This design comes from an exercise in tuning for small area and a short achievable clock period on the open sky130 flow, not from production work. No functional check of the RTL was part of any run shown here. Power is estimated from default activity; no workload was simulated.

===== design/flow/design.v =====
`timescale 1ns / 1ps
module g_inv    (input a, output y);                  assign y = ~a;                             endmodule
module g_buf    (input a, output y);                  assign y = a;                              endmodule
module g_nand2  (input a, b, output y);               assign y = ~(a & b);                       endmodule
module g_nor2   (input a, b, output y);               assign y = ~(a | b);                       endmodule
module g_and2   (input a, b, output y);               assign y = a & b;                          endmodule
module g_or2    (input a, b, output y);               assign y = a | b;                          endmodule
module g_nand2b (input an, b, output y);              assign y = ~(~an & b);                     endmodule
module g_a21oi  (input a1, a2, b1, output y);         assign y = ~((a1 & a2) | b1);              endmodule
module g_o21ai  (input a1, a2, b1, output y);         assign y = ~((a1 | a2) & b1);              endmodule
module g_a21o   (input a1, a2, b1, output y);         assign y = (a1 & a2) | b1;                 endmodule
module g_o21a   (input a1, a2, b1, output y);         assign y = (a1 | a2) & b1;                 endmodule
module g_o22ai  (input a1, a2, b1, b2, output y);     assign y = ~((a1 | a2) & (b1 | b2));       endmodule
module g_xor2   (input a, b, output y);               assign y = a ^ b;                          endmodule
module g_xnor2  (input a, b, output y);               assign y = ~(a ^ b);                       endmodule
module g_mux2i  (input a0, a1, s, output y);          assign y = ~(s ? a1 : a0);                 endmodule
module g_nand3  (input a, b, c, output y);            assign y = ~(a & b & c);                   endmodule
module g_a31oi  (input a1, a2, a3, b1, output y);     assign y = ~((a1 & a2 & a3) | b1);         endmodule
`timescale 1ns / 1ps
module Nbit_ALU(r1, r2, r3, ALUop);
parameter n = 32;
input  [n-1:0] r2, r3;
input  [2:0]   ALUop;
output [n-1:0] r1;
wire x01;
g_xor2 u_x01 (.a(ALUop[0]), .b(ALUop[1]), .y(x01));
wire op1n;
g_inv u_op1n (.a(ALUop[1]), .y(op1n));
wire t0n_d;
g_mux2i u_t0n_d (.a0(ALUop[0]), .a1(ALUop[1]), .s(ALUop[2]), .y(t0n_d));
wire t0n_0;
g_buf u_t0n_0 (.a(t0n_d), .y(t0n_0));
wire t0n_1;
g_buf u_t0n_1 (.a(t0n_d), .y(t0n_1));
wire t1n_d;
g_mux2i u_t1n_d (.a0(x01), .a1(op1n), .s(ALUop[2]), .y(t1n_d));
wire t1n_0;
g_buf u_t1n_0 (.a(t1n_d), .y(t1n_0));
wire t1n_1;
g_buf u_t1n_1 (.a(t1n_d), .y(t1n_1));
wire esn_d;
g_o21a u_esn_d (.a1(ALUop[1]), .a2(ALUop[0]), .b1(ALUop[2]), .y(esn_d));
wire esn_0;
g_buf u_esn_0 (.a(esn_d), .y(esn_0));
wire esn_1;
g_buf u_esn_1 (.a(esn_d), .y(esn_1));
wire ecn_d;
g_nand2b u_ecn_d (.an(ALUop[1]), .b(ALUop[2]), .y(ecn_d));
wire ecn_0;
g_buf u_ecn_0 (.a(ecn_d), .y(ecn_0));
wire ecn_1;
g_buf u_ecn_1 (.a(ecn_d), .y(ecn_1));
wire enn_d;
g_nand2b u_enn_d (.an(ALUop[2]), .b(ALUop[1]), .y(enn_d));
wire enn_0;
g_buf u_enn_0 (.a(enn_d), .y(enn_0));
wire enn_1;
g_buf u_enn_1 (.a(enn_d), .y(enn_1));
wire en_d;
g_inv u_en_d (.a(enn_0), .y(en_d));
wire en_0;
g_buf u_en_0 (.a(en_d), .y(en_0));
wire en_1;
g_buf u_en_1 (.a(en_d), .y(en_1));
wire op01n;
g_nand2 u_op01n (.a(ALUop[0]), .b(ALUop[1]), .y(op01n));
wire sub;
g_nor2 u_sub (.a(ALUop[2]), .b(op01n), .y(sub));
wire op12n;
g_nand2 u_op12n (.a(ALUop[1]), .b(ALUop[2]), .y(op12n));
wire slt;
g_nor2 u_slt (.a(ALUop[0]), .b(op12n), .y(slt));
wire bb0;
g_mux2i u_bb0 (.a0(t0n_0), .a1(t1n_0), .s(r3[0]), .y(bb0));
wire gn0;
g_nand2 u_gn0 (.a(r2[0]), .b(bb0), .y(gn0));
wire tn0;
g_nor2 u_tn0 (.a(r2[0]), .b(bb0), .y(tn0));
wire pn0;
g_nand2b u_pn0 (.an(tn0), .b(gn0), .y(pn0));
wire y0;
g_o22ai u_y0 (.a1(gn0), .a2(ecn_0), .b1(pn0), .b2(esn_0), .y(y0));
wire bb1;
g_mux2i u_bb1 (.a0(t0n_0), .a1(t1n_0), .s(r3[1]), .y(bb1));
wire gn1;
g_nand2 u_gn1 (.a(r2[1]), .b(bb1), .y(gn1));
wire tn1;
g_nor2 u_tn1 (.a(r2[1]), .b(bb1), .y(tn1));
wire pn1;
g_nand2b u_pn1 (.an(tn1), .b(gn1), .y(pn1));
wire y1;
g_o22ai u_y1 (.a1(gn1), .a2(ecn_0), .b1(pn1), .b2(esn_0), .y(y1));
wire bb2;
g_mux2i u_bb2 (.a0(t0n_0), .a1(t1n_0), .s(r3[2]), .y(bb2));
wire gn2;
g_nand2 u_gn2 (.a(r2[2]), .b(bb2), .y(gn2));
wire tn2;
g_nor2 u_tn2 (.a(r2[2]), .b(bb2), .y(tn2));
wire pn2;
g_nand2b u_pn2 (.an(tn2), .b(gn2), .y(pn2));
wire y2;
g_o22ai u_y2 (.a1(gn2), .a2(ecn_0), .b1(pn2), .b2(esn_0), .y(y2));
wire bb3;
g_mux2i u_bb3 (.a0(t0n_0), .a1(t1n_0), .s(r3[3]), .y(bb3));
wire gn3;
g_nand2 u_gn3 (.a(r2[3]), .b(bb3), .y(gn3));
wire tn3;
g_nor2 u_tn3 (.a(r2[3]), .b(bb3), .y(tn3));
wire pn3;
g_nand2b u_pn3 (.an(tn3), .b(gn3), .y(pn3));
wire y3;
g_o22ai u_y3 (.a1(gn3), .a2(ecn_0), .b1(pn3), .b2(esn_0), .y(y3));
wire bb4;
g_mux2i u_bb4 (.a0(t0n_0), .a1(t1n_0), .s(r3[4]), .y(bb4));
wire gn4;
g_nand2 u_gn4 (.a(r2[4]), .b(bb4), .y(gn4));
wire tn4;
g_nor2 u_tn4 (.a(r2[4]), .b(bb4), .y(tn4));
wire pn4;
g_nand2b u_pn4 (.an(tn4), .b(gn4), .y(pn4));
wire y4;
g_o22ai u_y4 (.a1(gn4), .a2(ecn_0), .b1(pn4), .b2(esn_0), .y(y4));
wire bb5;
g_mux2i u_bb5 (.a0(t0n_0), .a1(t1n_0), .s(r3[5]), .y(bb5));
wire gn5;
g_nand2 u_gn5 (.a(r2[5]), .b(bb5), .y(gn5));
wire tn5;
g_nor2 u_tn5 (.a(r2[5]), .b(bb5), .y(tn5));
wire pn5;
g_nand2b u_pn5 (.an(tn5), .b(gn5), .y(pn5));
wire y5;
g_o22ai u_y5 (.a1(gn5), .a2(ecn_0), .b1(pn5), .b2(esn_0), .y(y5));
wire bb6;
g_mux2i u_bb6 (.a0(t0n_0), .a1(t1n_0), .s(r3[6]), .y(bb6));
wire gn6;
g_nand2 u_gn6 (.a(r2[6]), .b(bb6), .y(gn6));
wire tn6;
g_nor2 u_tn6 (.a(r2[6]), .b(bb6), .y(tn6));
wire pn6;
g_nand2b u_pn6 (.an(tn6), .b(gn6), .y(pn6));
wire y6;
g_o22ai u_y6 (.a1(gn6), .a2(ecn_0), .b1(pn6), .b2(esn_0), .y(y6));
wire bb7;
g_mux2i u_bb7 (.a0(t0n_0), .a1(t1n_0), .s(r3[7]), .y(bb7));
wire gn7;
g_nand2 u_gn7 (.a(r2[7]), .b(bb7), .y(gn7));
wire tn7;
g_nor2 u_tn7 (.a(r2[7]), .b(bb7), .y(tn7));
wire pn7;
g_nand2b u_pn7 (.an(tn7), .b(gn7), .y(pn7));
wire y7;
g_o22ai u_y7 (.a1(gn7), .a2(ecn_0), .b1(pn7), .b2(esn_0), .y(y7));
wire bb8;
g_mux2i u_bb8 (.a0(t0n_0), .a1(t1n_0), .s(r3[8]), .y(bb8));
wire gn8;
g_nand2 u_gn8 (.a(r2[8]), .b(bb8), .y(gn8));
wire tn8;
g_nor2 u_tn8 (.a(r2[8]), .b(bb8), .y(tn8));
wire pn8;
g_nand2b u_pn8 (.an(tn8), .b(gn8), .y(pn8));
wire y8;
g_o22ai u_y8 (.a1(gn8), .a2(ecn_0), .b1(pn8), .b2(esn_0), .y(y8));
wire bb9;
g_mux2i u_bb9 (.a0(t0n_0), .a1(t1n_0), .s(r3[9]), .y(bb9));
wire gn9;
g_nand2 u_gn9 (.a(r2[9]), .b(bb9), .y(gn9));
wire tn9;
g_nor2 u_tn9 (.a(r2[9]), .b(bb9), .y(tn9));
wire pn9;
g_nand2b u_pn9 (.an(tn9), .b(gn9), .y(pn9));
wire y9;
g_o22ai u_y9 (.a1(gn9), .a2(ecn_0), .b1(pn9), .b2(esn_0), .y(y9));
wire bb10;
g_mux2i u_bb10 (.a0(t0n_0), .a1(t1n_0), .s(r3[10]), .y(bb10));
wire gn10;
g_nand2 u_gn10 (.a(r2[10]), .b(bb10), .y(gn10));
wire tn10;
g_nor2 u_tn10 (.a(r2[10]), .b(bb10), .y(tn10));
wire pn10;
g_nand2b u_pn10 (.an(tn10), .b(gn10), .y(pn10));
wire y10;
g_o22ai u_y10 (.a1(gn10), .a2(ecn_0), .b1(pn10), .b2(esn_0), .y(y10));
wire bb11;
g_mux2i u_bb11 (.a0(t0n_0), .a1(t1n_0), .s(r3[11]), .y(bb11));
wire gn11;
g_nand2 u_gn11 (.a(r2[11]), .b(bb11), .y(gn11));
wire tn11;
g_nor2 u_tn11 (.a(r2[11]), .b(bb11), .y(tn11));
wire pn11;
g_nand2b u_pn11 (.an(tn11), .b(gn11), .y(pn11));
wire y11;
g_o22ai u_y11 (.a1(gn11), .a2(ecn_0), .b1(pn11), .b2(esn_0), .y(y11));
wire bb12;
g_mux2i u_bb12 (.a0(t0n_0), .a1(t1n_0), .s(r3[12]), .y(bb12));
wire gn12;
g_nand2 u_gn12 (.a(r2[12]), .b(bb12), .y(gn12));
wire tn12;
g_nor2 u_tn12 (.a(r2[12]), .b(bb12), .y(tn12));
wire pn12;
g_nand2b u_pn12 (.an(tn12), .b(gn12), .y(pn12));
wire y12;
g_o22ai u_y12 (.a1(gn12), .a2(ecn_0), .b1(pn12), .b2(esn_0), .y(y12));
wire bb13;
g_mux2i u_bb13 (.a0(t0n_0), .a1(t1n_0), .s(r3[13]), .y(bb13));
wire gn13;
g_nand2 u_gn13 (.a(r2[13]), .b(bb13), .y(gn13));
wire tn13;
g_nor2 u_tn13 (.a(r2[13]), .b(bb13), .y(tn13));
wire pn13;
g_nand2b u_pn13 (.an(tn13), .b(gn13), .y(pn13));
wire y13;
g_o22ai u_y13 (.a1(gn13), .a2(ecn_0), .b1(pn13), .b2(esn_0), .y(y13));
wire bb14;
g_mux2i u_bb14 (.a0(t0n_0), .a1(t1n_0), .s(r3[14]), .y(bb14));
wire gn14;
g_nand2 u_gn14 (.a(r2[14]), .b(bb14), .y(gn14));
wire tn14;
g_nor2 u_tn14 (.a(r2[14]), .b(bb14), .y(tn14));
wire pn14;
g_nand2b u_pn14 (.an(tn14), .b(gn14), .y(pn14));
wire y14;
g_o22ai u_y14 (.a1(gn14), .a2(ecn_0), .b1(pn14), .b2(esn_0), .y(y14));
wire bb15;
g_mux2i u_bb15 (.a0(t0n_0), .a1(t1n_0), .s(r3[15]), .y(bb15));
wire gn15;
g_nand2 u_gn15 (.a(r2[15]), .b(bb15), .y(gn15));
wire tn15;
g_nor2 u_tn15 (.a(r2[15]), .b(bb15), .y(tn15));
wire pn15;
g_nand2b u_pn15 (.an(tn15), .b(gn15), .y(pn15));
wire y15;
g_o22ai u_y15 (.a1(gn15), .a2(ecn_0), .b1(pn15), .b2(esn_0), .y(y15));
wire bb16;
g_mux2i u_bb16 (.a0(t0n_1), .a1(t1n_1), .s(r3[16]), .y(bb16));
wire gn16;
g_nand2 u_gn16 (.a(r2[16]), .b(bb16), .y(gn16));
wire tn16;
g_nor2 u_tn16 (.a(r2[16]), .b(bb16), .y(tn16));
wire pn16;
g_nand2b u_pn16 (.an(tn16), .b(gn16), .y(pn16));
wire y16;
g_o22ai u_y16 (.a1(gn16), .a2(ecn_1), .b1(pn16), .b2(esn_1), .y(y16));
wire bb17;
g_mux2i u_bb17 (.a0(t0n_1), .a1(t1n_1), .s(r3[17]), .y(bb17));
wire gn17;
g_nand2 u_gn17 (.a(r2[17]), .b(bb17), .y(gn17));
wire tn17;
g_nor2 u_tn17 (.a(r2[17]), .b(bb17), .y(tn17));
wire pn17;
g_nand2b u_pn17 (.an(tn17), .b(gn17), .y(pn17));
wire y17;
g_o22ai u_y17 (.a1(gn17), .a2(ecn_1), .b1(pn17), .b2(esn_1), .y(y17));
wire bb18;
g_mux2i u_bb18 (.a0(t0n_1), .a1(t1n_1), .s(r3[18]), .y(bb18));
wire gn18;
g_nand2 u_gn18 (.a(r2[18]), .b(bb18), .y(gn18));
wire tn18;
g_nor2 u_tn18 (.a(r2[18]), .b(bb18), .y(tn18));
wire pn18;
g_nand2b u_pn18 (.an(tn18), .b(gn18), .y(pn18));
wire y18;
g_o22ai u_y18 (.a1(gn18), .a2(ecn_1), .b1(pn18), .b2(esn_1), .y(y18));
wire bb19;
g_mux2i u_bb19 (.a0(t0n_1), .a1(t1n_1), .s(r3[19]), .y(bb19));
wire gn19;
g_nand2 u_gn19 (.a(r2[19]), .b(bb19), .y(gn19));
wire tn19;
g_nor2 u_tn19 (.a(r2[19]), .b(bb19), .y(tn19));
wire pn19;
g_nand2b u_pn19 (.an(tn19), .b(gn19), .y(pn19));
wire y19;
g_o22ai u_y19 (.a1(gn19), .a2(ecn_1), .b1(pn19), .b2(esn_1), .y(y19));
wire bb20;
g_mux2i u_bb20 (.a0(t0n_1), .a1(t1n_1), .s(r3[20]), .y(bb20));
wire gn20;
g_nand2 u_gn20 (.a(r2[20]), .b(bb20), .y(gn20));
wire tn20;
g_nor2 u_tn20 (.a(r2[20]), .b(bb20), .y(tn20));
wire pn20;
g_nand2b u_pn20 (.an(tn20), .b(gn20), .y(pn20));
wire y20;
g_o22ai u_y20 (.a1(gn20), .a2(ecn_1), .b1(pn20), .b2(esn_1), .y(y20));
wire bb21;
g_mux2i u_bb21 (.a0(t0n_1), .a1(t1n_1), .s(r3[21]), .y(bb21));
wire gn21;
g_nand2 u_gn21 (.a(r2[21]), .b(bb21), .y(gn21));
wire tn21;
g_nor2 u_tn21 (.a(r2[21]), .b(bb21), .y(tn21));
wire pn21;
g_nand2b u_pn21 (.an(tn21), .b(gn21), .y(pn21));
wire y21;
g_o22ai u_y21 (.a1(gn21), .a2(ecn_1), .b1(pn21), .b2(esn_1), .y(y21));
wire bb22;
g_mux2i u_bb22 (.a0(t0n_1), .a1(t1n_1), .s(r3[22]), .y(bb22));
wire gn22;
g_nand2 u_gn22 (.a(r2[22]), .b(bb22), .y(gn22));
wire tn22;
g_nor2 u_tn22 (.a(r2[22]), .b(bb22), .y(tn22));
wire pn22;
g_nand2b u_pn22 (.an(tn22), .b(gn22), .y(pn22));
wire y22;
g_o22ai u_y22 (.a1(gn22), .a2(ecn_1), .b1(pn22), .b2(esn_1), .y(y22));
wire bb23;
g_mux2i u_bb23 (.a0(t0n_1), .a1(t1n_1), .s(r3[23]), .y(bb23));
wire gn23;
g_nand2 u_gn23 (.a(r2[23]), .b(bb23), .y(gn23));
wire tn23;
g_nor2 u_tn23 (.a(r2[23]), .b(bb23), .y(tn23));
wire pn23;
g_nand2b u_pn23 (.an(tn23), .b(gn23), .y(pn23));
wire y23;
g_o22ai u_y23 (.a1(gn23), .a2(ecn_1), .b1(pn23), .b2(esn_1), .y(y23));
wire bb24;
g_mux2i u_bb24 (.a0(t0n_1), .a1(t1n_1), .s(r3[24]), .y(bb24));
wire gn24;
g_nand2 u_gn24 (.a(r2[24]), .b(bb24), .y(gn24));
wire tn24;
g_nor2 u_tn24 (.a(r2[24]), .b(bb24), .y(tn24));
wire pn24;
g_nand2b u_pn24 (.an(tn24), .b(gn24), .y(pn24));
wire y24;
g_o22ai u_y24 (.a1(gn24), .a2(ecn_1), .b1(pn24), .b2(esn_1), .y(y24));
wire bb25;
g_mux2i u_bb25 (.a0(t0n_1), .a1(t1n_1), .s(r3[25]), .y(bb25));
wire gn25;
g_nand2 u_gn25 (.a(r2[25]), .b(bb25), .y(gn25));
wire tn25;
g_nor2 u_tn25 (.a(r2[25]), .b(bb25), .y(tn25));
wire pn25;
g_nand2b u_pn25 (.an(tn25), .b(gn25), .y(pn25));
wire y25;
g_o22ai u_y25 (.a1(gn25), .a2(ecn_1), .b1(pn25), .b2(esn_1), .y(y25));
wire bb26;
g_mux2i u_bb26 (.a0(t0n_1), .a1(t1n_1), .s(r3[26]), .y(bb26));
wire gn26;
g_nand2 u_gn26 (.a(r2[26]), .b(bb26), .y(gn26));
wire tn26;
g_nor2 u_tn26 (.a(r2[26]), .b(bb26), .y(tn26));
wire pn26;
g_nand2b u_pn26 (.an(tn26), .b(gn26), .y(pn26));
wire y26;
g_o22ai u_y26 (.a1(gn26), .a2(ecn_1), .b1(pn26), .b2(esn_1), .y(y26));
wire bb27;
g_mux2i u_bb27 (.a0(t0n_1), .a1(t1n_1), .s(r3[27]), .y(bb27));
wire gn27;
g_nand2 u_gn27 (.a(r2[27]), .b(bb27), .y(gn27));
wire tn27;
g_nor2 u_tn27 (.a(r2[27]), .b(bb27), .y(tn27));
wire pn27;
g_nand2b u_pn27 (.an(tn27), .b(gn27), .y(pn27));
wire y27;
g_o22ai u_y27 (.a1(gn27), .a2(ecn_1), .b1(pn27), .b2(esn_1), .y(y27));
wire bb28;
g_mux2i u_bb28 (.a0(t0n_1), .a1(t1n_1), .s(r3[28]), .y(bb28));
wire gn28;
g_nand2 u_gn28 (.a(r2[28]), .b(bb28), .y(gn28));
wire tn28;
g_nor2 u_tn28 (.a(r2[28]), .b(bb28), .y(tn28));
wire pn28;
g_nand2b u_pn28 (.an(tn28), .b(gn28), .y(pn28));
wire y28;
g_o22ai u_y28 (.a1(gn28), .a2(ecn_1), .b1(pn28), .b2(esn_1), .y(y28));
wire bb29;
g_mux2i u_bb29 (.a0(t0n_1), .a1(t1n_1), .s(r3[29]), .y(bb29));
wire gn29;
g_nand2 u_gn29 (.a(r2[29]), .b(bb29), .y(gn29));
wire tn29;
g_nor2 u_tn29 (.a(r2[29]), .b(bb29), .y(tn29));
wire pn29;
g_nand2b u_pn29 (.an(tn29), .b(gn29), .y(pn29));
wire y29;
g_o22ai u_y29 (.a1(gn29), .a2(ecn_1), .b1(pn29), .b2(esn_1), .y(y29));
wire bb30;
g_mux2i u_bb30 (.a0(t0n_1), .a1(t1n_1), .s(r3[30]), .y(bb30));
wire gn30;
g_nand2 u_gn30 (.a(r2[30]), .b(bb30), .y(gn30));
wire tn30;
g_nor2 u_tn30 (.a(r2[30]), .b(bb30), .y(tn30));
wire pn30;
g_nand2b u_pn30 (.an(tn30), .b(gn30), .y(pn30));
wire y30;
g_o22ai u_y30 (.a1(gn30), .a2(ecn_1), .b1(pn30), .b2(esn_1), .y(y30));
wire bb31;
g_mux2i u_bb31 (.a0(t0n_1), .a1(t1n_1), .s(r3[31]), .y(bb31));
wire gn31;
g_nand2 u_gn31 (.a(r2[31]), .b(bb31), .y(gn31));
wire tn31;
g_nor2 u_tn31 (.a(r2[31]), .b(bb31), .y(tn31));
wire pn31;
g_nand2b u_pn31 (.an(tn31), .b(gn31), .y(pn31));
wire y31;
g_o22ai u_y31 (.a1(gn31), .a2(ecn_1), .b1(pn31), .b2(esn_1), .y(y31));
wire G0n;
g_o21a u_G0n (.a1(tn0), .a2(t0n_0), .b1(gn0), .y(G0n));
wire G1_1;
g_o21a u_G1_1 (.a1(tn1), .a2(G0n), .b1(gn1), .y(G1_1));
wire G1_3;
g_o21a u_G1_3 (.a1(tn3), .a2(gn2), .b1(gn3), .y(G1_3));
wire T1_3;
g_or2 u_T1_3 (.a(tn3), .b(tn2), .y(T1_3));
wire G1_5;
g_o21a u_G1_5 (.a1(tn5), .a2(gn4), .b1(gn5), .y(G1_5));
wire T1_5;
g_or2 u_T1_5 (.a(tn5), .b(tn4), .y(T1_5));
wire G1_7;
g_o21a u_G1_7 (.a1(tn7), .a2(gn6), .b1(gn7), .y(G1_7));
wire T1_7;
g_or2 u_T1_7 (.a(tn7), .b(tn6), .y(T1_7));
wire G1_9;
g_o21a u_G1_9 (.a1(tn9), .a2(gn8), .b1(gn9), .y(G1_9));
wire T1_9;
g_or2 u_T1_9 (.a(tn9), .b(tn8), .y(T1_9));
wire G1_11;
g_o21a u_G1_11 (.a1(tn11), .a2(gn10), .b1(gn11), .y(G1_11));
wire T1_11;
g_or2 u_T1_11 (.a(tn11), .b(tn10), .y(T1_11));
wire G1_13;
g_o21a u_G1_13 (.a1(tn13), .a2(gn12), .b1(gn13), .y(G1_13));
wire T1_13;
g_or2 u_T1_13 (.a(tn13), .b(tn12), .y(T1_13));
wire G1_15;
g_o21a u_G1_15 (.a1(tn15), .a2(gn14), .b1(gn15), .y(G1_15));
wire T1_15;
g_or2 u_T1_15 (.a(tn15), .b(tn14), .y(T1_15));
wire G1_17;
g_o21a u_G1_17 (.a1(tn17), .a2(gn16), .b1(gn17), .y(G1_17));
wire T1_17;
g_or2 u_T1_17 (.a(tn17), .b(tn16), .y(T1_17));
wire G1_19;
g_o21a u_G1_19 (.a1(tn19), .a2(gn18), .b1(gn19), .y(G1_19));
wire T1_19;
g_or2 u_T1_19 (.a(tn19), .b(tn18), .y(T1_19));
wire G1_21;
g_o21a u_G1_21 (.a1(tn21), .a2(gn20), .b1(gn21), .y(G1_21));
wire T1_21;
g_or2 u_T1_21 (.a(tn21), .b(tn20), .y(T1_21));
wire G1_23;
g_o21a u_G1_23 (.a1(tn23), .a2(gn22), .b1(gn23), .y(G1_23));
wire T1_23;
g_or2 u_T1_23 (.a(tn23), .b(tn22), .y(T1_23));
wire G1_25;
g_o21a u_G1_25 (.a1(tn25), .a2(gn24), .b1(gn25), .y(G1_25));
wire T1_25;
g_or2 u_T1_25 (.a(tn25), .b(tn24), .y(T1_25));
wire G1_27;
g_o21a u_G1_27 (.a1(tn27), .a2(gn26), .b1(gn27), .y(G1_27));
wire T1_27;
g_or2 u_T1_27 (.a(tn27), .b(tn26), .y(T1_27));
wire G1_29;
g_o21a u_G1_29 (.a1(tn29), .a2(gn28), .b1(gn29), .y(G1_29));
wire T1_29;
g_or2 u_T1_29 (.a(tn29), .b(tn28), .y(T1_29));
wire G2_3;
g_o21ai u_G2_3 (.a1(T1_3), .a2(G1_1), .b1(G1_3), .y(G2_3));
wire G2_5;
g_o21ai u_G2_5 (.a1(T1_5), .a2(G1_3), .b1(G1_5), .y(G2_5));
wire T2_5;
g_nor2 u_T2_5 (.a(T1_5), .b(T1_3), .y(T2_5));
wire G2_7;
g_o21ai u_G2_7 (.a1(T1_7), .a2(G1_5), .b1(G1_7), .y(G2_7));
wire T2_7;
g_nor2 u_T2_7 (.a(T1_7), .b(T1_5), .y(T2_7));
wire G2_9;
g_o21ai u_G2_9 (.a1(T1_9), .a2(G1_7), .b1(G1_9), .y(G2_9));
wire T2_9;
g_nor2 u_T2_9 (.a(T1_9), .b(T1_7), .y(T2_9));
wire G2_11;
g_o21ai u_G2_11 (.a1(T1_11), .a2(G1_9), .b1(G1_11), .y(G2_11));
wire T2_11;
g_nor2 u_T2_11 (.a(T1_11), .b(T1_9), .y(T2_11));
wire G2_13;
g_o21ai u_G2_13 (.a1(T1_13), .a2(G1_11), .b1(G1_13), .y(G2_13));
wire T2_13;
g_nor2 u_T2_13 (.a(T1_13), .b(T1_11), .y(T2_13));
wire G2_15;
g_o21ai u_G2_15 (.a1(T1_15), .a2(G1_13), .b1(G1_15), .y(G2_15));
wire T2_15;
g_nor2 u_T2_15 (.a(T1_15), .b(T1_13), .y(T2_15));
wire G2_17;
g_o21ai u_G2_17 (.a1(T1_17), .a2(G1_15), .b1(G1_17), .y(G2_17));
wire T2_17;
g_nor2 u_T2_17 (.a(T1_17), .b(T1_15), .y(T2_17));
wire G2_19;
g_o21ai u_G2_19 (.a1(T1_19), .a2(G1_17), .b1(G1_19), .y(G2_19));
wire T2_19;
g_nor2 u_T2_19 (.a(T1_19), .b(T1_17), .y(T2_19));
wire G2_21;
g_o21ai u_G2_21 (.a1(T1_21), .a2(G1_19), .b1(G1_21), .y(G2_21));
wire T2_21;
g_nor2 u_T2_21 (.a(T1_21), .b(T1_19), .y(T2_21));
wire G2_23;
g_o21ai u_G2_23 (.a1(T1_23), .a2(G1_21), .b1(G1_23), .y(G2_23));
wire T2_23;
g_nor2 u_T2_23 (.a(T1_23), .b(T1_21), .y(T2_23));
wire G2_25;
g_o21ai u_G2_25 (.a1(T1_25), .a2(G1_23), .b1(G1_25), .y(G2_25));
wire T2_25;
g_nor2 u_T2_25 (.a(T1_25), .b(T1_23), .y(T2_25));
wire G2_27;
g_o21ai u_G2_27 (.a1(T1_27), .a2(G1_25), .b1(G1_27), .y(G2_27));
wire T2_27;
g_nor2 u_T2_27 (.a(T1_27), .b(T1_25), .y(T2_27));
wire G2_29;
g_o21ai u_G2_29 (.a1(T1_29), .a2(G1_27), .b1(G1_29), .y(G2_29));
wire T2_29;
g_nor2 u_T2_29 (.a(T1_29), .b(T1_27), .y(T2_29));
wire n_G1_1;
g_inv u_n_G1_1 (.a(G1_1), .y(n_G1_1));
wire G3_5;
g_a21oi u_G3_5 (.a1(T2_5), .a2(n_G1_1), .b1(G2_5), .y(G3_5));
wire G3_7;
g_a21oi u_G3_7 (.a1(T2_7), .a2(G2_3), .b1(G2_7), .y(G3_7));
wire G3_9;
g_a21oi u_G3_9 (.a1(T2_9), .a2(G2_5), .b1(G2_9), .y(G3_9));
wire T3_9;
g_nand2 u_T3_9 (.a(T2_9), .b(T2_5), .y(T3_9));
wire G3_11;
g_a21oi u_G3_11 (.a1(T2_11), .a2(G2_7), .b1(G2_11), .y(G3_11));
wire T3_11;
g_nand2 u_T3_11 (.a(T2_11), .b(T2_7), .y(T3_11));
wire G3_13;
g_a21oi u_G3_13 (.a1(T2_13), .a2(G2_9), .b1(G2_13), .y(G3_13));
wire T3_13;
g_nand2 u_T3_13 (.a(T2_13), .b(T2_9), .y(T3_13));
wire G3_15;
g_a21oi u_G3_15 (.a1(T2_15), .a2(G2_11), .b1(G2_15), .y(G3_15));
wire T3_15;
g_nand2 u_T3_15 (.a(T2_15), .b(T2_11), .y(T3_15));
wire G3_17;
g_a21oi u_G3_17 (.a1(T2_17), .a2(G2_13), .b1(G2_17), .y(G3_17));
wire T3_17;
g_nand2 u_T3_17 (.a(T2_17), .b(T2_13), .y(T3_17));
wire G3_19;
g_a21oi u_G3_19 (.a1(T2_19), .a2(G2_15), .b1(G2_19), .y(G3_19));
wire T3_19;
g_nand2 u_T3_19 (.a(T2_19), .b(T2_15), .y(T3_19));
wire G3_21;
g_a21oi u_G3_21 (.a1(T2_21), .a2(G2_17), .b1(G2_21), .y(G3_21));
wire T3_21;
g_nand2 u_T3_21 (.a(T2_21), .b(T2_17), .y(T3_21));
wire G3_23;
g_a21oi u_G3_23 (.a1(T2_23), .a2(G2_19), .b1(G2_23), .y(G3_23));
wire T3_23;
g_nand2 u_T3_23 (.a(T2_23), .b(T2_19), .y(T3_23));
wire G3_25;
g_a21oi u_G3_25 (.a1(T2_25), .a2(G2_21), .b1(G2_25), .y(G3_25));
wire T3_25;
g_nand2 u_T3_25 (.a(T2_25), .b(T2_21), .y(T3_25));
wire G3_27;
g_a21oi u_G3_27 (.a1(T2_27), .a2(G2_23), .b1(G2_27), .y(G3_27));
wire T3_27;
g_nand2 u_T3_27 (.a(T2_27), .b(T2_23), .y(T3_27));
wire G3_29;
g_a21oi u_G3_29 (.a1(T2_29), .a2(G2_25), .b1(G2_29), .y(G3_29));
wire T3_29;
g_nand2 u_T3_29 (.a(T2_29), .b(T2_25), .y(T3_29));
wire G4_9;
g_o21ai u_G4_9 (.a1(T3_9), .a2(G1_1), .b1(G3_9), .y(G4_9));
wire n_G2_3;
g_inv u_n_G2_3 (.a(G2_3), .y(n_G2_3));
wire G4_11;
g_o21ai u_G4_11 (.a1(T3_11), .a2(n_G2_3), .b1(G3_11), .y(G4_11));
wire G4_13;
g_o21ai u_G4_13 (.a1(T3_13), .a2(G3_5), .b1(G3_13), .y(G4_13));
wire G4_15;
g_o21a u_G4_15 (.a1(T3_15), .a2(G3_7), .b1(G3_15), .y(G4_15));
wire G4_17;
g_o21ai u_G4_17 (.a1(T3_17), .a2(G3_9), .b1(G3_17), .y(G4_17));
wire T4_17;
g_nor2 u_T4_17 (.a(T3_17), .b(T3_9), .y(T4_17));
wire G4_19;
g_o21ai u_G4_19 (.a1(T3_19), .a2(G3_11), .b1(G3_19), .y(G4_19));
wire T4_19;
g_nor2 u_T4_19 (.a(T3_19), .b(T3_11), .y(T4_19));
wire G4_21;
g_o21ai u_G4_21 (.a1(T3_21), .a2(G3_13), .b1(G3_21), .y(G4_21));
wire T4_21;
g_nor2 u_T4_21 (.a(T3_21), .b(T3_13), .y(T4_21));
wire G4_23;
g_o21ai u_G4_23 (.a1(T3_23), .a2(G3_15), .b1(G3_23), .y(G4_23));
wire T4_23;
g_nor2 u_T4_23 (.a(T3_23), .b(T3_15), .y(T4_23));
wire G4_25;
g_o21ai u_G4_25 (.a1(T3_25), .a2(G3_17), .b1(G3_25), .y(G4_25));
wire T4_25;
g_nor2 u_T4_25 (.a(T3_25), .b(T3_17), .y(T4_25));
wire G4_27;
g_o21ai u_G4_27 (.a1(T3_27), .a2(G3_19), .b1(G3_27), .y(G4_27));
wire T4_27;
g_nor2 u_T4_27 (.a(T3_27), .b(T3_19), .y(T4_27));
wire G4_29;
g_o21ai u_G4_29 (.a1(T3_29), .a2(G3_21), .b1(G3_29), .y(G4_29));
wire T4_29;
g_nor2 u_T4_29 (.a(T3_29), .b(T3_21), .y(T4_29));
wire G5_17;
g_a21oi u_G5_17 (.a1(T4_17), .a2(n_G1_1), .b1(G4_17), .y(G5_17));
wire G5_19;
g_a21oi u_G5_19 (.a1(T4_19), .a2(G2_3), .b1(G4_19), .y(G5_19));
wire n_G3_5;
g_inv u_n_G3_5 (.a(G3_5), .y(n_G3_5));
wire G5_21;
g_a21oi u_G5_21 (.a1(T4_21), .a2(n_G3_5), .b1(G4_21), .y(G5_21));
wire n_G3_7;
g_inv u_n_G3_7 (.a(G3_7), .y(n_G3_7));
wire G5_23;
g_a21oi u_G5_23 (.a1(T4_23), .a2(n_G3_7), .b1(G4_23), .y(G5_23));
wire G5_25;
g_a21oi u_G5_25 (.a1(T4_25), .a2(G4_9), .b1(G4_25), .y(G5_25));
wire G5_27;
g_a21oi u_G5_27 (.a1(T4_27), .a2(G4_11), .b1(G4_27), .y(G5_27));
wire G5_29;
g_a21oi u_G5_29 (.a1(T4_29), .a2(G4_13), .b1(G4_29), .y(G5_29));
wire G6_2;
g_o21ai u_G6_2 (.a1(tn2), .a2(G1_1), .b1(gn2), .y(G6_2));
wire G6_4;
g_o21ai u_G6_4 (.a1(tn4), .a2(n_G2_3), .b1(gn4), .y(G6_4));
wire G6_6;
g_o21ai u_G6_6 (.a1(tn6), .a2(G3_5), .b1(gn6), .y(G6_6));
wire G6_8;
g_o21ai u_G6_8 (.a1(tn8), .a2(G3_7), .b1(gn8), .y(G6_8));
wire n_G4_9;
g_inv u_n_G4_9 (.a(G4_9), .y(n_G4_9));
wire G6_10;
g_o21ai u_G6_10 (.a1(tn10), .a2(n_G4_9), .b1(gn10), .y(G6_10));
wire n_G4_11;
g_inv u_n_G4_11 (.a(G4_11), .y(n_G4_11));
wire G6_12;
g_o21ai u_G6_12 (.a1(tn12), .a2(n_G4_11), .b1(gn12), .y(G6_12));
wire n_G4_13;
g_inv u_n_G4_13 (.a(G4_13), .y(n_G4_13));
wire G6_14;
g_o21ai u_G6_14 (.a1(tn14), .a2(n_G4_13), .b1(gn14), .y(G6_14));
wire G6_16;
g_o21ai u_G6_16 (.a1(tn16), .a2(G4_15), .b1(gn16), .y(G6_16));
wire G6_18;
g_o21ai u_G6_18 (.a1(tn18), .a2(G5_17), .b1(gn18), .y(G6_18));
wire G6_20;
g_o21ai u_G6_20 (.a1(tn20), .a2(G5_19), .b1(gn20), .y(G6_20));
wire G6_22;
g_o21ai u_G6_22 (.a1(tn22), .a2(G5_21), .b1(gn22), .y(G6_22));
wire G6_24;
g_o21ai u_G6_24 (.a1(tn24), .a2(G5_23), .b1(gn24), .y(G6_24));
wire G6_26;
g_o21ai u_G6_26 (.a1(tn26), .a2(G5_25), .b1(gn26), .y(G6_26));
wire G6_28;
g_o21ai u_G6_28 (.a1(tn28), .a2(G5_27), .b1(gn28), .y(G6_28));
wire G6_30;
g_o21ai u_G6_30 (.a1(tn30), .a2(G5_29), .b1(gn30), .y(G6_30));
wire k1;
g_nor2 u_k1 (.a(G0n), .b(enn_0), .y(k1));
g_xor2 u_r1 (.a(y1), .b(k1), .y(r1[1]));
wire k2;
g_nor2 u_k2 (.a(G1_1), .b(enn_0), .y(k2));
g_xor2 u_r2 (.a(y2), .b(k2), .y(r1[2]));
wire kn3;
g_nand2 u_kn3 (.a(G6_2), .b(en_0), .y(kn3));
g_xnor2 u_r3 (.a(y3), .b(kn3), .y(r1[3]));
wire kn4;
g_nand2 u_kn4 (.a(G2_3), .b(en_0), .y(kn4));
g_xnor2 u_r4 (.a(y4), .b(kn4), .y(r1[4]));
wire kn5;
g_nand2 u_kn5 (.a(G6_4), .b(en_0), .y(kn5));
g_xnor2 u_r5 (.a(y5), .b(kn5), .y(r1[5]));
wire k6;
g_nor2 u_k6 (.a(G3_5), .b(enn_0), .y(k6));
g_xor2 u_r6 (.a(y6), .b(k6), .y(r1[6]));
wire kn7;
g_nand2 u_kn7 (.a(G6_6), .b(en_0), .y(kn7));
g_xnor2 u_r7 (.a(y7), .b(kn7), .y(r1[7]));
wire k8;
g_nor2 u_k8 (.a(G3_7), .b(enn_0), .y(k8));
g_xor2 u_r8 (.a(y8), .b(k8), .y(r1[8]));
wire kn9;
g_nand2 u_kn9 (.a(G6_8), .b(en_0), .y(kn9));
g_xnor2 u_r9 (.a(y9), .b(kn9), .y(r1[9]));
wire kn10;
g_nand2 u_kn10 (.a(G4_9), .b(en_0), .y(kn10));
g_xnor2 u_r10 (.a(y10), .b(kn10), .y(r1[10]));
wire kn11;
g_nand2 u_kn11 (.a(G6_10), .b(en_0), .y(kn11));
g_xnor2 u_r11 (.a(y11), .b(kn11), .y(r1[11]));
wire kn12;
g_nand2 u_kn12 (.a(G4_11), .b(en_0), .y(kn12));
g_xnor2 u_r12 (.a(y12), .b(kn12), .y(r1[12]));
wire kn13;
g_nand2 u_kn13 (.a(G6_12), .b(en_0), .y(kn13));
g_xnor2 u_r13 (.a(y13), .b(kn13), .y(r1[13]));
wire kn14;
g_nand2 u_kn14 (.a(G4_13), .b(en_0), .y(kn14));
g_xnor2 u_r14 (.a(y14), .b(kn14), .y(r1[14]));
wire kn15;
g_nand2 u_kn15 (.a(G6_14), .b(en_0), .y(kn15));
g_xnor2 u_r15 (.a(y15), .b(kn15), .y(r1[15]));
wire k16;
g_nor2 u_k16 (.a(G4_15), .b(enn_1), .y(k16));
g_xor2 u_r16 (.a(y16), .b(k16), .y(r1[16]));
wire kn17;
g_nand2 u_kn17 (.a(G6_16), .b(en_1), .y(kn17));
g_xnor2 u_r17 (.a(y17), .b(kn17), .y(r1[17]));
wire k18;
g_nor2 u_k18 (.a(G5_17), .b(enn_1), .y(k18));
g_xor2 u_r18 (.a(y18), .b(k18), .y(r1[18]));
wire kn19;
g_nand2 u_kn19 (.a(G6_18), .b(en_1), .y(kn19));
g_xnor2 u_r19 (.a(y19), .b(kn19), .y(r1[19]));
wire k20;
g_nor2 u_k20 (.a(G5_19), .b(enn_1), .y(k20));
g_xor2 u_r20 (.a(y20), .b(k20), .y(r1[20]));
wire kn21;
g_nand2 u_kn21 (.a(G6_20), .b(en_1), .y(kn21));
g_xnor2 u_r21 (.a(y21), .b(kn21), .y(r1[21]));
wire k22;
g_nor2 u_k22 (.a(G5_21), .b(enn_1), .y(k22));
g_xor2 u_r22 (.a(y22), .b(k22), .y(r1[22]));
wire kn23;
g_nand2 u_kn23 (.a(G6_22), .b(en_1), .y(kn23));
g_xnor2 u_r23 (.a(y23), .b(kn23), .y(r1[23]));
wire k24;
g_nor2 u_k24 (.a(G5_23), .b(enn_1), .y(k24));
g_xor2 u_r24 (.a(y24), .b(k24), .y(r1[24]));
wire kn25;
g_nand2 u_kn25 (.a(G6_24), .b(en_1), .y(kn25));
g_xnor2 u_r25 (.a(y25), .b(kn25), .y(r1[25]));
wire k26;
g_nor2 u_k26 (.a(G5_25), .b(enn_1), .y(k26));
g_xor2 u_r26 (.a(y26), .b(k26), .y(r1[26]));
wire kn27;
g_nand2 u_kn27 (.a(G6_26), .b(en_1), .y(kn27));
g_xnor2 u_r27 (.a(y27), .b(kn27), .y(r1[27]));
wire k28;
g_nor2 u_k28 (.a(G5_27), .b(enn_1), .y(k28));
g_xor2 u_r28 (.a(y28), .b(k28), .y(r1[28]));
wire kn29;
g_nand2 u_kn29 (.a(G6_28), .b(en_1), .y(kn29));
g_xnor2 u_r29 (.a(y29), .b(kn29), .y(r1[29]));
wire k30;
g_nor2 u_k30 (.a(G5_29), .b(enn_1), .y(k30));
g_xor2 u_r30 (.a(y30), .b(k30), .y(r1[30]));
wire kn31;
g_nand2 u_kn31 (.a(G6_30), .b(en_1), .y(kn31));
g_xnor2 u_r31 (.a(y31), .b(kn31), .y(r1[31]));
wire x31n;
g_xor2 u_x31n (.a(pn31), .b(G6_30), .y(x31n));
wire z0n;
g_xnor2 u_z0n (.a(y0), .b(sub), .y(z0n));
g_mux2i u_r0 (.a0(z0n), .a1(x31n), .s(slt), .y(r1[0]));
endmodule
`timescale 1ns / 1ps
module dff(q, d, clk);
input		d, clk;       
output reg	q;            
always @(posedge clk)
q<=d;
endmodule
`timescale 1ns / 1ps
module Nbit_Register(outo, ino, clk);
parameter n = 32;
input [n-1:0] ino;
output [n-1:0] outo;
input clk;
genvar i;
generate
for (i = 0; i < n; i = i + 1) begin: registerblk
dff Dflipflop(.q(outo[i]) , .d(ino[i]), .clk(clk) );
end
endgenerate
endmodule
`timescale 1ns / 1ps
module Nbit_ALU_Register (r2, r3, ALUop, r0, clk);
parameter n = 32;
input[n-1:0] r2, r3;
input[2:0] ALUop;
input clk;
output [n-1:0] r0;
wire[n-1:0] r1;
Nbit_ALU #(n) alu1 (.r1(r1), .r2(r2), .r3(r3), .ALUop(ALUop) );
Nbit_Register #(n) reg1 (.outo(r0), .ino(r1), .clk(clk) );
endmodule

===== design/flow/flow/run.sh =====
#!/bin/bash
# Standard ORFS layout; the only change is the cell used to buffer the ports
# (a plain buf_1 instead of the delay buffer buffer_ports picks by default).
set -euo pipefail
export BUFFER_PORTS_ARGS="-buffer_cell sky130_fd_sc_hd__buf_1"
bash standard.sh > standard.log 2>&1

===== design/flow/standard.sh =====
#!/bin/bash
# synth_recipe.tcl (not shown) runs the flow's synth.tcl, then flattens the netlist and writes it again
# the make line also repeats each setting of config.mk as NAME=value (left out here)
make -C /OpenROAD-flow-scripts/flow DESIGN_CONFIG=/design/flow/config.mk WORK_HOME=/design/flow/orfs CLKGATE_MAP_FILE= SYNTH_SCRIPT=/design/flow/synth_recipe.tcl "${@:-finish}"

===== design/flow/config.mk =====
export PLATFORM = sky130hd
export DESIGN_NAME = Nbit_ALU_Register
export DESIGN_NICKNAME = Nbit_ALU_Register
export VERILOG_FILES = /design/flow/design.v
export SDC_FILE = /design/flow/constraint.sdc
export NUM_CORES = 4
export LEC_CHECK = 0
export CAP_MARGIN = 20
export CORE_MARGIN = 2
export CORE_UTILIZATION = 40
export SLEW_MARGIN = 20
export SYNTH_HIERARCHICAL = 1
export SYNTH_MINIMUM_KEEP_SIZE = 0

===== design/flow/constraint.sdc =====
create_clock -name core_clock -period 15.5 [get_ports {clk}]
set_input_delay 3.1000 -clock core_clock [delete_from_list [all_inputs] [get_ports {clk}]]
set_output_delay 3.1000 -clock core_clock [all_outputs]
set_load 0.01 [all_outputs]

==> results of run 1 <==
[cell usage in the layout (no fill, tap or decap)]
| cell type | instances |
|---|---|
| sky130_fd_sc_hd__buf_1 | 99 |
| sky130_fd_sc_hd__nor2_1 | 66 |
| sky130_fd_sc_hd__nand2_1 | 64 |
| sky130_fd_sc_hd__o21ai_1 | 39 |
| sky130_fd_sc_hd__nand2b_1 | 34 |
| sky130_fd_sc_hd__mux2i_1 | 33 |
| sky130_fd_sc_hd__o22ai_1 | 32 |
| sky130_fd_sc_hd__dfxtp_1 | 32 |
| sky130_fd_sc_hd__a21oi_2 | 20 |
| sky130_fd_sc_hd__xnor2_1 | 20 |
| sky130_fd_sc_hd__o21a_1 | 17 |
| sky130_fd_sc_hd__or2_1 | 14 |
| sky130_fd_sc_hd__xor2_1 | 14 |
| sky130_fd_sc_hd__inv_1 | 9 |
| sky130_fd_sc_hd__clkbuf_8 | 6 |
| sky130_fd_sc_hd__buf_4 | 3 |
| sky130_fd_sc_hd__mux2i_2 | 2 |
| sky130_fd_sc_hd__clkbuf_1 | 2 |
| sky130_fd_sc_hd__o21a_2 | 1 |
[per-stage QoR]
stage	setup WS (ns)	instances	power (mW)	cell area, µm²
finish	9.74	606	0.329	3430
global route	9.49	606	0.356	3430
CTS	9.78	606	0.332	3430
detailed placement	9.49	598	0.260	3340
global placement	9.61	598	0.258	3340
floorplan	10.30	409	0.219	2910
[power breakdown]
group / switching (mW) / internal (mW)
sequential: 0.00508 / 0.101
combinational: 0.0940 / 0.0591
clock: 0.0336 / 0.0363
total: 0.133 / 0.196
[final timing paths]
path | to | slack, ns | cells after the start
hold / removal | reg1.registerblk[31].Dflipflop.q$_DFF_P_ | 3.22 | 4
setup / recovery | reg1.registerblk[29].Dflipflop.q$_DFF_P_ | 9.74 | 15
[cell type report]
type | count | area share
clock buffers | 8 | 0.0262
inverters | 9 | 0.00984
multi-input cells | 356 | 0.626
flip-flops and latches | 32 | 0.187
well taps | 99 | 0.0361
repair buffers | 102 | 0.115
[cell families (layout without fill, tap and decap cells)]
logic type	Yosys count	in the layout	share of synthesized area
xor+xnor	34	34	0.102
buf+inv	21	119	0.0426
simple gates	178	178	0.271
compound gates	109	109	0.243
mux	35	35	0.121
flops	32	32	0.220
[worst max-delay path: cells and delay by family]
kind | cells | cell delay (ns)
compound gates | 6 | 1.34
xor+xnor | 2 | 0.37
buf+inv | 3 | 0.64
simple gates | 2 | 0.17
mux | 2 | 0.31
[synth_stat cells, drive strengths merged]
library cell,instances
nor2,66
nand2,64
o21ai,39
mux2i,35
nand2b,34
dfxtp,32
o22ai,32
a21oi,20
xnor2,20
o21a,18
or2,14
xor2,14
buf,12
inv,9
[Yosys stat by module (local to each module, per instance), a selection]
module / area (µm²) / times used / cells / flops+latches
dff: 20.0 / 32 / 1 / 1
g_mux2i: 10.0 / 35 / 1 / 0
g_a21oi: 8.76 / 20 / 1 / 0
g_xnor2: 8.76 / 20 / 1 / 0
g_xor2: 8.76 / 14 / 1 / 0
g_buf: 7.51 / 12 / 1 / 0
g_o21a: 7.51 / 18 / 1 / 0
g_nand2b: 6.26 / 34 / 1 / 0
g_o22ai: 6.26 / 32 / 1 / 0
g_or2: 6.26 / 14 / 1 / 0
g_o21ai: 5.00 / 39 / 1 / 0
g_inv: 3.75 / 9 / 1 / 0
g_nand2: 3.75 / 64 / 1 / 0
g_nor2: 3.75 / 66 / 1 / 0
[metal layers]
metal / GRT usage / up-vias
met5: 0 / -
met4: 0.0461 / 0
met2: 0.348 / 73
met3: 0.0314 / 6
met1: 0.266 / 1394
li1: - / 1589
==> impl_summary.log, run 1 <==
INFO  metric cts_buffer_depth = 2
INFO  metric post_synth_main_area_contributors = sky130_fd_sc_hd__dfxtp_1 22%, sky130_fd_sc_hd__mux2i_1 12%, sky130_fd_sc_hd__nor2_1 8.5%
INFO  metric drt_iter0_markers = ~130
INFO  metric dr_total_vias = between 3,000 and 4,000
INFO  metric initial_core_util = 0.407
INFO  metric cts_root_buffer = sky130_fd_sc_hd__clkbuf_8
INFO  metric mappedNetlistNets = 477
INFO  metric final_period_minus_worst_setup_slack = between 5 and 6 ns
INFO  metric synth_sequential_area_ratio = 0.220
INFO  metric hpwlAfterDp = slightly below 6000 µm
INFO  metric cts_hold_buffers = 0
INFO  metric critical_path.max_fanout = 32
INFO  metric final-setup-viol-count = 0
INFO  metric grt_setup_unrepaired = false
INFO  metric cp_slowest_cell = sky130_fd_sc_hd__o21ai_1
INFO  metric std_cell_rows = 31
INFO  metric cp_data_arrival_time = 5.94 ns
INFO  metric die_w = 89.2 µm
INFO  metric power_density = 95.7 nW/µm²
INFO  metric largest_register = reg1.registerblk.Dflipflop.q
INFO  metric routed_via_density = a little over 5
INFO  metric num_io_pins = 100
INFO  metric initial_antenna_violation_count = 0
INFO  metric totalNegativeSetupSlack = 0 ns
INFO  metric detail_route.wl_per_cell = approximately 13 µm
INFO  metric peak_supply_drop = between 0.00004 and 0.00005 V
INFO  metric gr-usage-all-layers = 0.202
INFO  metric synth.distinct_cells = 14
INFO  metric diodes = 0
INFO  metric reg_top3 = reg1.registerblk.Dflipflop.q (32)
INFO  metric routabilityCongestion = 0.832
INFO  metric outcome = timing/DRC/antenna clean
INFO  metric grt_pass1_wl = 12,700 µm
INFO  metric postLayoutCoreUtil = 0.481
INFO  metric die_height = about 90 µm
INFO  metric final_min_period_over_clock_period = 0.372
INFO  metric synth-seq-cells = 32
INFO  metric port_buffers = 99
INFO  metric topRoutingLayerUsed = met4
INFO  metric cp-end-kind = register
INFO  metric clock_sinks = 32
INFO  metric die_area = roughly 8000 µm²
INFO  metric finalNetCount = 574
INFO  metric area_of_combinational_cells_with_multiple_inputs = between 2000 and 2500 µm²
INFO  metric synth_top_cell_area_share = 0.220
INFO  metric globalRoute.totalOverflow = 0
INFO  metric critPathKind = in2reg
INFO  metric crit_path_max_incr_delay = between 0.3 and 0.4 ns
INFO  metric layout.area.seq = about 640 µm²
INFO  metric post-cts-setup-buffer-count = 0
INFO  metric final-max-slew-violation-count = 0
INFO  metric cts-buffers-inserted = 5
INFO  metric drc = 0
INFO  metric syn_area = about 2900 µm²
INFO  metric cts_resized = 0
INFO  metric worst_setup_hold_path_clk_slew = 0.07 ns
INFO  metric fillers = just under 800
INFO  metric critical-path-top-cell-by-count = sky130_fd_sc_hd__o21ai_1
INFO  metric largest_reg_flops = 32
INFO  metric fmax = approximately 170 MHz
INFO  metric ordered_list_of_cells_on_the_worst_path = buf_1 > xor2_1 > mux2i_2 > buf_4 > mux2i_1 > nor2_1 > o21a_1 > o21a_1 > o21ai_1 > inv_1 > o21ai_1 > a21oi_2 > o21ai_1 > nand2_1 > xnor2_1
INFO  metric hold_viol_final = 0
INFO  metric tightest_hold_margin = ~3.2 ns
INFO  metric max_slew.worst_pin.slew = roughly 0.7 ns
INFO  metric tritoncts = done
INFO  metric required = about 16 ns
INFO  metric drive_gt1_frac = 0.0631
INFO  metric type_of_origin_of_the_critical_path = input pin
INFO  metric core_area = ~7100 µm²
INFO  metric synth.largest_area_cell = sky130_fd_sc_hd__dfxtp_1
INFO  metric via_count_of_the_first_global_routing_pass = 2,855
INFO  metric cts-htree-levels = 2
INFO  metric wl_met2 = 3790 µm
INFO  metric wl_met3 = approximately 370 µm
INFO  metric crit_path_from = ALUop[1]
INFO  metric flow.area_growth_from_synthesis = 18.1%
INFO  metric max_slew_headroom = 0.527
INFO  metric syn_inst = 409
INFO  metric hp-class = in2reg
INFO  metric grt_start_max_net_pins = 34
INFO  metric yosys_warnings = 7
INFO  metric avgSynthCellArea = ~7.1 µm²
INFO  metric detail-route-antenna-nets = 0
INFO  metric routed_wl = around 7800 µm
INFO  metric leakagePower = about 1.4 nW
INFO  metric hold_start = r2[31]
INFO  metric maxCapViolCount = 0
INFO  metric met1Wirelength = ~3600 µm
INFO  metric drt_first_pass_iters = 5
==> run 2: changes to the inputs <==
==> design/flow/flow/run.sh (replaced) <==
#!/bin/bash
# Standard ORFS layout with two changes: the ports are buffered with buf_1 (instead of the
# delay buffer buffer_ports picks by default), and timing repair aims for a setup slack of
# 10.0 ns, so that it sizes the critical paths for a shorter period than the clock's.
set -euo pipefail
export BUFFER_PORTS_ARGS="-buffer_cell sky130_fd_sc_hd__buf_1"
export SETUP_SLACK_MARGIN=10.0
bash standard.sh > standard.log 2>&1
==> run 2 against run 1 <==
Clock power hardly changed. Combinational power is 3% higher. Clock-buffer cell count stayed put. Via count hardly changed. Wire length is 0.83% higher. Synthesized cell count stayed put. Global-route usage is 0.076 points higher. Synthesized area stayed put. Die area stayed put. First-iteration DRC count is 13% higher. Worst setup slack better by 0.41 ns. Final cell count stayed put. Largest cell class unchanged. Highest routed layer unchanged.
==> impl_summary.log, run 2 <==
INFO  metric syn_inst = around 400
INFO  metric post-synth-top-count-cell = sky130_fd_sc_hd__nor2_1
INFO  metric yosys_warnings = 7
INFO  metric grt_pass1_wl = approximately 13,000 µm
INFO  metric largest_reg_flops = 32
INFO  metric power_frac_seq = 0.317
INFO  metric wl_met3 = between 300 and 400 µm
INFO  metric avgSynthCellArea = roughly 7.1 µm²
INFO  metric synth.largest_area_cell = sky130_fd_sc_hd__dfxtp_1
INFO  metric drc = 0
INFO  metric die_height = approximately 90 µm
INFO  metric flow.area_growth_from_synthesis = 20.2%
INFO  metric routed_wl = ~7900 µm
INFO  metric finalNetCount = about 570
INFO  metric ordered_list_of_cells_on_the_worst_path = buf_2 > xor2_1 > mux2i_2 > buf_12 > mux2i_1 > nor2_1 > o21a_1 > o21a_1 > o21ai_2 > inv_1 > o21ai_2 > a21oi_2 > o21ai_1 > nand2_1 > xnor2_1
INFO  metric outcome = timing/DRC/antenna clean
INFO  metric detail_route.wl_per_cell = between 10 and 15 µm
INFO  metric met1Wirelength = roughly 3700 µm
INFO  metric cp_data_arrival_time = between 5 and 6 ns
INFO  metric syn_area = around 2900 µm²
INFO  metric hold_viol_final = 0
INFO  metric hp-class = in2reg
INFO  metric type_of_origin_of_the_critical_path = input pin
INFO  metric peak_supply_drop = ~0.000048 V
INFO  metric gr-usage-all-layers = 0.203
INFO  metric dpl_worst_slack = roughly 9.5 ns
INFO  metric synth-seq-cells = 32
INFO  metric timing.critical_path.buf_inv = 3
INFO  metric cts_root_buffer = sky130_fd_sc_hd__clkbuf_8
INFO  metric drive_gt1_frac = 0.0828
INFO  metric topRoutingLayerUsed = met4
INFO  metric leakagePower = ~1.4 nW
INFO  metric asyncSetResetFlopFracSynth = 0
INFO  metric leading_cell_type_in_the_layout_fill_and_taps_excluded = sky130_fd_sc_hd__buf_1
INFO  metric initial_antenna_violation_count = 0
INFO  metric hold_start = ALUop[0]
INFO  metric setup_slack = between 10 and 15 ns
INFO  metric grt_start_max_net_pins = 34
INFO  metric netlist_top_cells_count = 66 x sky130_fd_sc_hd__nor2_1, 64 x sky130_fd_sc_hd__nand2_1, 39 x sky130_fd_sc_hd__o21ai_1, 35 x sky130_fd_sc_hd__mux2i_1, 34 x sky130_fd_sc_hd__nand2b_1
INFO  metric routed_via_density = a little over 5
INFO  metric layout.cells.most_common_list = 96 x sky130_fd_sc_hd__buf_1, 65 x sky130_fd_sc_hd__nor2_1, 64 x sky130_fd_sc_hd__nand2_1, 34 x sky130_fd_sc_hd__nand2b_1
INFO  metric required = roughly 16 ns
INFO  metric timing.critical_path.max_delay_family = compound AO/OA/AOI/OAI gates
INFO  metric tritoncts = done
INFO  metric critPathKind = in2reg
INFO  metric clock_sinks = 32
INFO  metric cp_slowest_cell = sky130_fd_sc_hd__o21ai_2
INFO  metric worst_setup_hold_path_clk_slew = approximately 0.070 ns
INFO  metric max_slew.worst_pin.slew = roughly 0.69 ns
INFO  metric synth.distinct_cells = 14
INFO  metric synth_top_cell_area_share = 0.220
INFO  metric critical_path.max_fanout = 32
INFO  metric std_cell_rows = 31
INFO  metric totalNegativeSetupSlack = 0 ns
INFO  metric initial_core_util = 0.407
INFO  metric power_frac_comb = 0.474
INFO  metric power.clock.fraction = 0.210
INFO  metric num_io_pins = 100
INFO  metric max_slew_headroom = 0.536
INFO  metric final-max-slew-violation-count = 0
INFO  metric power_density = approximately 96 nW/µm²
INFO  metric die_w = 89.2 µm
INFO  metric grt_setup_unrepaired = true
INFO  metric hpwlAfterDp = about 6000 µm
INFO  metric via_count_of_the_first_global_routing_pass = roughly 2,900
INFO  metric die_area = 7960 µm²
INFO  metric p_sw = about 0.14 mW
INFO  metric cp-end-kind = register
INFO  metric mappedNetlistNets = 477
INFO  metric dr_total_vias = around 3,000
INFO  metric cts_buffer_depth = 2
INFO  metric diodes = 0
INFO  metric synth-edff-count = 0
INFO  metric dominantRegCellSynth = sky130_fd_sc_hd__dfxtp_1
INFO  metric reg_top3 = reg1.registerblk.Dflipflop.q (32)
INFO  metric cts-buffers-inserted = 5
INFO  metric crit_path_max_incr_delay = between 0.2 and 0.3 ns
INFO  metric wl_met2 = 3810 µm
INFO  metric largest_register = reg1.registerblk.Dflipflop.q
INFO  metric fillers = around 800
INFO  metric swShare = 0.405
INFO  metric maxCapViolCount = 0
INFO  metric cts-htree-levels = 2
INFO  metric drt_iter0_markers = roughly 140
INFO  metric final_min_period_over_clock_period = 0.346
INFO  metric core_area = 7140 µm²
INFO  metric port_buffers = slightly below 100
INFO  metric globalRoute.totalOverflow = 0
INFO  metric power_report.internal_total = about 0.20 mW
INFO  metric post_synth_main_area_contributors = sky130_fd_sc_hd__dfxtp_1 22%, sky130_fd_sc_hd__mux2i_1 12%, sky130_fd_sc_hd__nor2_1 8.5%
INFO  metric routabilityCongestion = roughly 0.83
INFO  metric final-setup-viol-count = 0
INFO  metric final_period_minus_worst_setup_slack = approximately 5.4 ns
INFO  metric drt_first_pass_iters = 5
INFO  metric synth_sequential_area_ratio = 0.220
INFO  metric detail-route-antenna-nets = 0
INFO  metric crit_path_from = ALUop[1]
INFO  metric fmax = 187 MHz
==> run 2: cell types whose count changed in the layout (fill, tap and decap cells not counted), moves of 2 or more <==
cell | previous run | this run
sky130_fd_sc_hd__o21ai_1 | 39 | 33
sky130_fd_sc_hd__o21ai_2 | 0 | 5
sky130_fd_sc_hd__buf_1 | 99 | 96
sky130_fd_sc_hd__buf_4 | 3 | 1
sky130_fd_sc_hd__clkbuf_2 | 0 | 2
==> run 2: power by group through the flow <==
stage | Clock (mW) | Sequential (mW) | Combinational (mW)
after CTS | 0.0723 | 0.106 | 0.155
after detailed placement | 0 | 0.107 | 0.153
final | 0.0700 | 0.106 | 0.158
after global placement | 0 | 0.107 | 0.151
after global routing | 0.0755 | 0.108 | 0.178
after floorplan | 0 | 0.117 | 0.102
==> run 2: final cells by class <==
| class | count | area [µm²] | area share |
|---|---|---|---|
| well taps | 99 | 124 | 0.0355 |
| clock buffers | 8 | 90.1 | 0.0258 |
| flip-flops and latches | 32 | 641 | 0.183 |
| multi-input cells | 356 | 2190 | 0.627 |
| repair buffers | 102 | 414 | 0.119 |
| inverters | 9 | 33.8 | 0.00967 |
==> run 2: per-module statistics from Yosys (local to each module, per instance), excerpt <==
module / cell area [µm²] / cells
g_inv: 3.75 / 1
g_a21oi: 8.76 / 1
g_or2: 6.26 / 1
g_buf: 7.51 / 1
g_xor2: 8.76 / 1
g_o21a: 7.51 / 1
g_nor2: 3.75 / 1
g_o21ai: 5.00 / 1
g_nand2: 3.75 / 1
dff: 20.0 / 1
g_xnor2: 8.76 / 1
g_nand2b: 6.26 / 1
g_o22ai: 6.26 / 1
==> run 2: cell families after synthesis <==
group           synth area share
buf+inv                   0.0426
xor+xnor                   0.102
simple gates               0.271
flops                      0.220
compound gates             0.243
mux                        0.121
==> run 2: path summary, 6_finish.rpt <==
path                                                       end  cells after the start
worst min-delay path   reg1.registerblk[0].Dflipflop.q$_DFF_P_                      3
worst max-delay path  reg1.registerblk[29].Dflipflop.q$_DFF_P_                     15
==> run 2: per-stage QoR <==
step	instances	total power [mW]	utilization	hold WS, ns	instance area, µm²
2_1_floorplan	409	0.219	-	3.28	2910
3_3_place_gp	598	0.258	0.468	3.49	3340
3_5_place_dp	598	0.260	0.468	3.49	3340
4_1_cts	606	0.333	0.483	3.22	3450
5_1_grt	606	0.361	0.489	3.19	3490
6_report	606	0.334	0.489	3.18	3490
==> run 2: timing repair <==
| action | in CTS | in global routing |
|---|---|---|
| hold buffers | 0 | 0 |
| setup endpoints to repair | 6 | 15 |
| setup buffers | 0 | 0 |
| gates resized for setup | 5 | 11 |
==> run 2: layer usage <==
| layer | vias to the layer above | track usage |
|---|---|---|
| met5 | - | 0 |
| met1 | 1396 | 0.266 |
| li1 | 1597 | - |
| met4 | 0 | 0.0448 |
| met2 | 64 | 0.352 |
| met3 | 6 | 0.0314 |
==> run 3: changes to the inputs <==
==> design/flow/flow/run.sh (replaced) <==
#!/bin/bash
# Standard ORFS layout with two changes: the ports are buffered with buf_1 (instead of the
# delay buffer buffer_ports picks by default), and timing repair aims for a setup slack of
# 10.5 ns, so that it sizes the critical paths for a shorter period than the clock's.
set -euo pipefail
export BUFFER_PORTS_ARGS="-buffer_cell sky130_fd_sc_hd__buf_1"
export SETUP_SLACK_MARGIN=10.5
bash standard.sh > standard.log 2>&1
==> run 3 against run 2 <==
Final area grew 17%. Final cell count grew 3.5%. Clock-buffer cell count is the same. Synthesized area is the same. Worst setup slack gained 0.24 ns. Combinational power grew 28%. Hold slack lost 0.055 ns. Sequential share of layout area shrank 2.6 points. Sequential cell count is the same. Critical path depth grew 1. Critical endpoint is now reg1.registerblk[21].Dflipflop.q$_DFF_P_. Largest power group unchanged.
==> impl_summary.log, run 3 <==
INFO  metric cts-buffers-inserted = 5
INFO  metric die_height = just under 90 µm
INFO  metric hp-class = in2reg
INFO  metric num_io_pins = 100
INFO  metric area_of_combinational_cells_with_multiple_inputs = between 2000 and 3000 µm²
INFO  metric clock_sinks = 32
INFO  metric globalRoute.totalOverflow = 0
INFO  metric place_inst = around 600
INFO  metric mappedNetlistNets = around 480
INFO  metric hold_start = ALUop[0]
INFO  metric finalNetCount = around 600
INFO  metric tritoncts = done
INFO  metric critical_path.max_fanout = 8
INFO  metric cp_data_arrival_time = ~5.3 ns
INFO  metric p_sw = about 0.15 mW
INFO  metric synth_top_cell_area_share = 0.220
INFO  metric dr_total_vias = roughly 3,200
INFO  metric routed_via_density = between 5 and 6
INFO  metric fillers = a little over 700
INFO  metric drive_gt1_frac = 0.244
INFO  metric synth.distinct_cells = 14
INFO  metric largest_family_of_logic_cells_by_synthesized_area = simple AND/OR/NAND/NOR gates
INFO  metric final_min_period_over_clock_period = 0.330
INFO  metric grt_setup_unrepaired = true
INFO  metric gr-usage-all-layers = 0.211
INFO  metric max_slew_headroom = 0.536
INFO  metric syn_inst = 409
INFO  metric crit_path_from = ALUop[1]
INFO  metric layout.cells.non_filler = roughly 630
INFO  metric core_area = slightly above 7000 µm²
INFO  metric cts_root_buffer = sky130_fd_sc_hd__clkbuf_8
INFO  metric routabilityCongestion = 0.897
INFO  metric yosys_warnings = 7
INFO  metric hpwlAfterDp = 5790 µm
INFO  metric finalInstanceArea = 4080 µm²
INFO  metric outcome = timing/DRC/antenna clean
INFO  metric total_power = 0.376 mW
INFO  metric drt_iter0_markers = 128
INFO  metric crit_path_max_incr_delay = between 0.2 and 0.25 ns
INFO  metric diodes = 0
INFO  metric hold_viol_final = 0
INFO  metric critPathKind = in2reg
INFO  metric post_synth_fa_ha_maj_area_fraction = 0
INFO  metric post-synth-top-count-cell = sky130_fd_sc_hd__nor2_1
INFO  metric flow.area_growth_from_synthesis = 40.4%
INFO  metric asyncSetResetFlopFracSynth = 0
INFO  metric synth_sequential_area_ratio = 0.220
INFO  metric syn_area = a little under 3000 µm²
INFO  metric avgSynthCellArea = 7.11 µm²
## run 3: cell counts after synthesis
Identical to the previous run, type by type.
## run 3: Yosys stat by module, one instance, submodules excluded, a selection
module	cells	flip-flops and latches
dff	1	1
g_nor2	1	0
g_xnor2	1	0
g_o21a	1	0
g_mux2i	1	0
g_or2	1	0
g_inv	1	0
g_xor2	1	0
g_buf	1	0
g_nand2b	1	0
g_o22ai	1	0
g_nand2	1	0
g_a21oi	1	0
g_o21ai	1	0
## run 3: worst paths after layout
kind	to	cells after the start	slack, ns
setup / recovery	reg1.registerblk[21].Dflipflop.q$_DFF_P_	16	10.39
hold / removal	reg1.registerblk[0].Dflipflop.q$_DFF_P_	3	3.12
## run 3: metal layers
metal	up-vias	part of all wire	global-route usage
li1	1632	-	-
met1	1455	0.45	0.274
met2	93	0.48	0.366
met3	13	0.051	0.0388
met4	0	0.013	0.0461
met5	-	0	0
## run 3: cell families (layout without fill, tap and decap cells)
group | Yosys count | count (layout)
mux | 35 | 35
simple gates | 178 | 178
compound gates | 109 | 109
buf+inv | 21 | 140
xor+xnor | 34 | 34
flops | 32 | 32
## run 3: area by class of cell
cell class	instances	area share
inverters	9	0.00828
well taps	99	0.0303
clock buffers	8	0.0221
flip-flops and latches	32	0.157
multi-input cells	356	0.617
repair buffers	123	0.165
## run 3: metrics by stage
step	hold slack [ns]	worst slack, ns	util
final	3.12	10.39	0.572
after global placement	3.49	9.84	0.473
after CTS	3.12	10.41	0.518
after floorplan	3.28	10.47	-
after global routing	3.13	10.24	0.572
after detailed placement	3.49	9.78	0.473
## run 3: worst max-delay path: cells and delay by family
family	cells	cell delay [ns]
buffers and inverters	4	0.53
muxes	2	0.31
xor gates and xnor gates	2	0.31
and+or+nand+nor	2	0.23
AOI/OAI and AO/OA	6	0.85
## run 3: timing repair
| action | in CTS | in global routing |
|---|---|---|
| endpoints found under the hold margin | 0 | 0 |
| pin swaps | 13 | 21 |
| hold buffers | 0 | 0 |
| cloned | 2 | 1 |
| resized for setup | 27 | 80 |
| setup buffers | 10 | 8 |
| endpoints found under the setup margin | 28 | 27 |
## run 3: power by group through the flow
stage,registers [mW],clock network [mW],logic [mW]
finish,0.105,0.0688,0.202
global route,0.107,0.0743,0.221
CTS,0.106,0.0715,0.171
detailed placement,0.107,0,0.155
global placement,0.107,0,0.155
floorplan,0.117,0,0.105

[re-timing with driven ports]
How much do the figures lean on ideal ports? The routed layouts below were timed once more, with nothing changed but the port constraints.
Step 1 sets driving cells, clkbuf_16 on the clock port and buf_2 on the other inputs (assumed; they add their load-dependent delay and slew).
Step 2, shift: input delay + t, output delay - t, t = (earliest + latest rising clock arrival at the registers) / 2. This alone moves slack from input paths to output paths.
Three values: ideal, step 1, step 2; two values: the first two.
| run | t, ns | setup WS [ns] | hold WS [ns] | worst setup path after step 2 |
|---|---|---|---|---|
| run 1 | 0.315 | 9.738 / 9.739 / 9.425 | 3.222 / 3.217 / 3.507 | input to register |
| run 2 | 0.316 | 10.144 / 10.147 / 9.831 | 3.176 / 3.169 / 3.485 | input to register |
| run 3 | 0.316 | 10.387 / 10.362 / 10.046 | 3.120 / 3.142 / 3.458 | input to register |
After both steps every run listed still meets setup and hold. For run 3, which loses most, drivers alone change the setup slack by -0.025 ns; drivers and shift together by -0.341 ns.
